From an optimization exercise on the open Yosys and OpenROAD flow, aimed at small area, a short achievable clock period and few clock cycles; shortcuts taken in it are not production practice. At most, simulation tests tie the RTL to the original design; equivalence was not proved. Power and IR drop assume default switching activity.

old:
==> flow/design.v <==
module cpu(input clk, reset, input [15:0] i_mem_rddata, output logic o_mem_rd, o_mem_wr, output logic [15:0] o_mem_addr, o_mem_wrdata);
	logic [15:0] r0, r1, r2, r3, r4, r5, r6, r7;
	logic n, z;
	logic [15:0] A;       
	logic wr;             
	logic rd;             
	logic ldc;            
	logic av;             
	logic [15:1] L;       
	logic lw;             
	logic [2:0] ldx;      
	logic [15:0] opA, opB;
	logic ecin, ewe, efl;
	logic [2:0] ed;
	wire [15:0] I = i_mem_rddata;
	wire [4:0] op = I[4:0];
	wire [2:0] X = I[7:5];
	wire [2:0] Y = I[10:8];
	wire [7:0] imm8 = I[15:8];
	wire [10:0] imm11 = I[15:5];
	function automatic [15:0] bkadd(input [15:0] x, input [15:0] y, input c0);
		logic [15:0] g, p, G, P;
		integer i, s;
		begin
			g = x & y;
			p = x ^ y;
			G = g;
			P = p;
			G[0] = g[0] | (p[0] & c0);
			for (s = 1; s < 16; s = s * 2)
				for (i = 2*s-1; i < 16; i = i + 2*s) begin
					G[i] = G[i] | (P[i] & G[i-s]);
					P[i] = P[i] & P[i-s];
				end
			for (s = 4; s >= 1; s = s / 2)
				for (i = 3*s-1; i < 16; i = i + 2*s) begin
					G[i] = G[i] | (P[i] & G[i-s]);
					P[i] = P[i] & P[i-s];
				end
			bkadd = p ^ {G[14:0], c0};
		end
	endfunction
	wire [15:0] opBx = opB ^ {16{ecin}};
	wire [15:0] res = opA + opBx + {15'b0, ecin};
	wire res_z = (opA[0] ^ opBx[0]) == ecin &&
	             ((opA[15:1] ^ opBx[15:1]) == (opA[14:0] | opBx[14:0]));
	wire n_e = efl ? res[15] : n;
	wire z_e = efl ? res_z : z;
	wire [15:0] wdr = reset ? 16'b0 : res;
	wire [7:0] wen = {8{reset}} | ({7'b0, ewe} << ed);
	always @(posedge clk) begin
		if (wen[0]) r0 <= wdr;
		if (wen[1]) r1 <= wdr;
		if (wen[2]) r2 <= wdr;
		if (wen[3]) r3 <= wdr;
		if (wen[4]) r4 <= wdr;
		if (wen[5]) r5 <= wdr;
		if (wen[6]) r6 <= wdr;
		if (wen[7]) r7 <= wdr;
	end
	always @(posedge clk) begin
		if (reset) begin
			n <= 1'b0;
			z <= 1'b0;
		end else begin
			n <= n_e;
			z <= z_e;
		end
	end
	logic [15:0] rxf, ryf;
	always @(*) begin
		case (X)
			3'd0: rxf = r0; 3'd1: rxf = r1; 3'd2: rxf = r2; 3'd3: rxf = r3;
			3'd4: rxf = r4; 3'd5: rxf = r5; 3'd6: rxf = r6; default: rxf = r7;
		endcase
		case (Y)
			3'd0: ryf = r0; 3'd1: ryf = r1; 3'd2: ryf = r2; 3'd3: ryf = r3;
			3'd4: ryf = r4; 3'd5: ryf = r5; 3'd6: ryf = r6; default: ryf = r7;
		endcase
	end
	wire [15:0] rx = (ewe && ed == X) ? res : rxf;
	wire [15:0] ry = (ewe && ed == Y) ? res : ryf;
	wire jmp   = op[3];
	wire ldst  = ~op[4] & ~op[3] & op[2];
	wire isst  = op[0];
	wire mvhi  = op[4] & op[2];
	wire alu   = ~op[3] & ~ldst;
	wire domov = ~op[1] & ~op[0] & ~mvhi;           
	wire dosub = op[1] & ~mvhi;                     
	wire aluw  = alu & ~(op[1] & op[0]);            
	wire aluf  = alu & ~domov & ~mvhi;              
	wire link  = jmp & op[2];                       
	wire cond  = (~op[1] & ~op[0]) | (op[0] & z_e) | (op[1] & n_e);
	wire xrel  = ~(op[4] & op[3]);                  
	wire yrel  = ~op[4] & ~op[3];                   
	wire haz  = (ldc & ((xrel & (X == ldx)) | (yrel & (Y == ldx)) | (link & (ldx == 3'd7))))
	          | (wr & (A[15:1] == L));
	wire ex   = av & ~haz;
	wire dacc = ex & ldst;
	wire tk   = ex & jmp & cond;
	wire now_data = wr | ldc;
	wire [15:0] incw = bkadd({1'b0, now_data ? L : A[15:1]}, 16'b0, 1'b1);
	wire [15:1] inc = incw[14:0];                          
	wire [15:1] pc2 = now_data ? inc : A[15:1];           
	wire [15:1] tgt = op[4] ? (L + {{4{imm11[10]}}, imm11} + 15'd1) :
	                  ((op[2] & (X == 3'd7)) ? pc2 : rx[15:1]);
	logic [15:0] A_n;
	always @(*) begin
		if (av & haz) A_n = {L, 1'b0};
		else if (dacc) A_n = ry;
		else if (tk) A_n = {tgt, 1'b0};
		else A_n = {inc, 1'b0};
	end
	logic [15:0] b;
	always @(*) begin
		if (~op[4]) b = ry;
		else if (op[2]) b = {imm8, 8'b0};
		else b = {{8{imm8[7]}}, imm8};
	end
	always @(posedge clk) begin
		if (lw) begin
			opA <= 16'b0;
			opB <= I;
			ecin <= 1'b0;
			ed <= ldx;
		end else if (link) begin
			opA <= {pc2, 1'b0};
			opB <= 16'b0;
			ecin <= 1'b0;
			ed <= 3'd7;
		end else begin
			opA <= domov ? 16'b0 : rx;
			opB <= b;
			ecin <= dosub;
			ed <= X;
		end
	end
	always @(posedge clk) begin
		if (reset) begin
			A <= 16'b0;
			wr <= 1'b0;
			rd <= 1'b1;
			ldc <= 1'b0;
			av <= 1'b0;
			lw <= 1'b0;
			ewe <= 1'b0;
			efl <= 1'b0;
		end else begin
			A <= A_n;
			wr <= dacc & isst;
			rd <= ~(dacc & isst);
			ldc <= dacc & ~isst;
			av <= ~now_data & ~tk;
			lw <= ldc;
			ewe <= lw | (ex & (aluw | link));
			efl <= ex & aluf;
		end
	end
	always @(posedge clk) begin
		if (~now_data) L <= A[15:1];
		if (dacc) ldx <= X;
	end
	always @(*) begin
		o_mem_addr = A;
		o_mem_wr = wr;
		o_mem_rd = rd;
		o_mem_wrdata = opA;
	end
endmodule
export LEC_CHECK = 0
export ABC_AREA = 1
export CAP_MARGIN = 20
export CORE_MARGIN = 2
export CORE_UTILIZATION = 40
export SETUP_SLACK_MARGIN = 4.5
export SLEW_MARGIN = 20
create_clock -name core_clock -period 7.5 [get_ports {clk}]
run.sh (not shown) runs the stock make flow with config.mk's settings and CLKGATE_MAP_FILE= SYNTH_SCRIPT=/design/flow/synth_recipe.tcl, a recipe that flattens the netlist after the stock synthesis.
Edits applied to the flow inputs when going from old to new:
--- a/flow/design.v
+++ b/flow/design.v
@@ -3,13 +3,13 @@
 	logic n, z;
 	logic [15:0] A;       
 	logic wr;             
 	logic rd;             
 	logic ldc;            
 	logic av;             
-	logic [15:1] L;       
+	logic nd;             
 	logic lw;             
 	logic [2:0] ldx;      
 	logic [15:0] opA, opB;
 	logic ecin, ewe, efl;
 	logic [2:0] ed;
 	wire [15:0] I = i_mem_rddata;
@@ -37,16 +37,15 @@
 					G[i] = G[i] | (P[i] & G[i-s]);
 					P[i] = P[i] & P[i-s];
 				end
 			bkadd = p ^ {G[14:0], c0};
 		end
 	endfunction
-	wire [15:0] opBx = opB ^ {16{ecin}};
-	wire [15:0] res = opA + opBx + {15'b0, ecin};
-	wire res_z = (opA[0] ^ opBx[0]) == ecin &&
-	             ((opA[15:1] ^ opBx[15:1]) == (opA[14:0] | opBx[14:0]));
+	wire [15:0] res = opA + opB + {15'b0, ecin};
+	wire res_z = (opA[0] ^ opB[0]) == ecin &&
+	             ((opA[15:1] ^ opB[15:1]) == (opA[14:0] | opB[14:0]));
 	wire n_e = efl ? res[15] : n;
 	wire z_e = efl ? res_z : z;
 	wire [15:0] wdr = reset ? 16'b0 : res;
 	wire [7:0] wen = {8{reset}} | ({7'b0, ewe} << ed);
 	always @(posedge clk) begin
 		if (wen[0]) r0 <= wdr;
@@ -91,32 +90,34 @@
 	wire aluf  = alu & ~domov & ~mvhi;              
 	wire link  = jmp & op[2];                       
 	wire cond  = (~op[1] & ~op[0]) | (op[0] & z_e) | (op[1] & n_e);
 	wire xrel  = ~(op[4] & op[3]);                  
 	wire yrel  = ~op[4] & ~op[3];                   
 	wire haz  = (ldc & ((xrel & (X == ldx)) | (yrel & (Y == ldx)) | (link & (ldx == 3'd7))))
-	          | (wr & (A[15:1] == L));
+	          | (wr & (A[8:1] == L[8:1]));    
 	wire ex   = av & ~haz;
 	wire dacc = ex & ldst;
 	wire tk   = ex & jmp & cond;
-	wire now_data = wr | ldc;
+	wire now_data = nd;
+	wire [15:1] L = opB[15:1];
 	wire [15:0] incw = bkadd({1'b0, now_data ? L : A[15:1]}, 16'b0, 1'b1);
 	wire [15:1] inc = incw[14:0];                          
 	wire [15:1] pc2 = now_data ? inc : A[15:1];           
-	wire [15:1] tgt = op[4] ? (L + {{4{imm11[10]}}, imm11} + 15'd1) :
+	wire [15:1] tgt = op[4] ? ((now_data ? L : A[15:1]) + {{4{imm11[10]}}, imm11} + {14'b0, now_data}) :
 	                  ((op[2] & (X == 3'd7)) ? pc2 : rx[15:1]);
 	logic [15:0] A_n;
 	always @(*) begin
 		if (av & haz) A_n = {L, 1'b0};
 		else if (dacc) A_n = ry;
 		else if (tk) A_n = {tgt, 1'b0};
 		else A_n = {inc, 1'b0};
 	end
 	logic [15:0] b;
 	always @(*) begin
-		if (~op[4]) b = ry;
+		if (ldst) b = {now_data ? L : A[15:1], 1'b0};    
+		else if (~op[4]) b = ry;
 		else if (op[2]) b = {imm8, 8'b0};
 		else b = {{8{imm8[7]}}, imm8};
 	end
 	always @(posedge clk) begin
 		if (lw) begin
 			opA <= 16'b0;
@@ -127,40 +128,41 @@
 			opA <= {pc2, 1'b0};
 			opB <= 16'b0;
 			ecin <= 1'b0;
 			ed <= 3'd7;
 		end else begin
 			opA <= domov ? 16'b0 : rx;
-			opB <= b;
+			opB <= dosub ? ~b : b;
 			ecin <= dosub;
 			ed <= X;
 		end
 	end
 	always @(posedge clk) begin
 		if (reset) begin
 			A <= 16'b0;
 			wr <= 1'b0;
+			nd <= 1'b0;
 			rd <= 1'b1;
 			ldc <= 1'b0;
 			av <= 1'b0;
 			lw <= 1'b0;
 			ewe <= 1'b0;
 			efl <= 1'b0;
 		end else begin
 			A <= A_n;
 			wr <= dacc & isst;
+			nd <= dacc;
 			rd <= ~(dacc & isst);
 			ldc <= dacc & ~isst;
 			av <= ~now_data & ~tk;
 			lw <= ldc;
 			ewe <= lw | (ex & (aluw | link));
 			efl <= ex & aluf;
 		end
 	end
 	always @(posedge clk) begin
-		if (~now_data) L <= A[15:1];
 		if (dacc) ldx <= X;
 	end
 	always @(*) begin
 		o_mem_addr = A;
 		o_mem_wr = wr;
 		o_mem_rd = rd;
==> comparison <==
Every stage of the flow completed for new, and the final layout passed the timing, design-rule and antenna checks.
Final-stage net count delta (old -> new): insignificant
Taking old as the reference, in new synthesized area now smaller, overall power after layout now smaller, number of H-tree branching levels now larger, routed length per placed instance now larger, layout filler cell count comparable.
Area of combinational cells with multiple inputs ends up higher on old.
Of the two candidates, old has the better clock period minus final worst setup slack and new the worse one.
new ended up with a higher share of total power in sequential cells than old did.
Compared with old, in new setup slack after layout lost 0.0051 ns, xor/xnor cell area share of the yosys netlist lower.
Testbench counts of new, summed over its fixed seeds: cycles 75,905.
Only the layout flow was run in old; the RTL was not checked for function there.

what the ideal ports hide:
No port has a modelled driver above. Below, the same layouts with a new extraction and two added sets of constraints. Step 1 (the two cells are an assumption about what drives the block):
set clk [get_ports {clk}]
set_driving_cell -lib_cell sky130_fd_sc_hd__clkbuf_16 $clk
set_driving_cell -lib_cell sky130_fd_sc_hd__buf_2 [delete_from_list [all_inputs] $clk]
Step 2 adds t to the input delays and takes it off the output delays; t is the mean of the earliest and latest rising clock arrival at the registers after step 1. Input paths then give back, and output paths get back, about the clock's delay inside the block. a / b / c = no drivers / after step 1 / after step 2; a / b = the first two.
| run | shift t [ns] | setup WS [ns] | worst setup path after step 2 | worst register clock-pin slew, ns | worst data-port slew with drivers (ns) |
|---|---|---|---|---|---|
| old | 0.588 | 4.469 / 4.461 / 3.873 | input to register | 0.07 / 0.07 | 0.13 |
| new | 0.501 | 4.464 / 4.456 / 3.955 | input to register | 0.09 / 0.09 | 0.06 |
After both steps setup and hold are still met in every run listed. The setup slack of old, which loses most, moves by -0.008 ns with the drivers and by -0.596 ns with both steps.
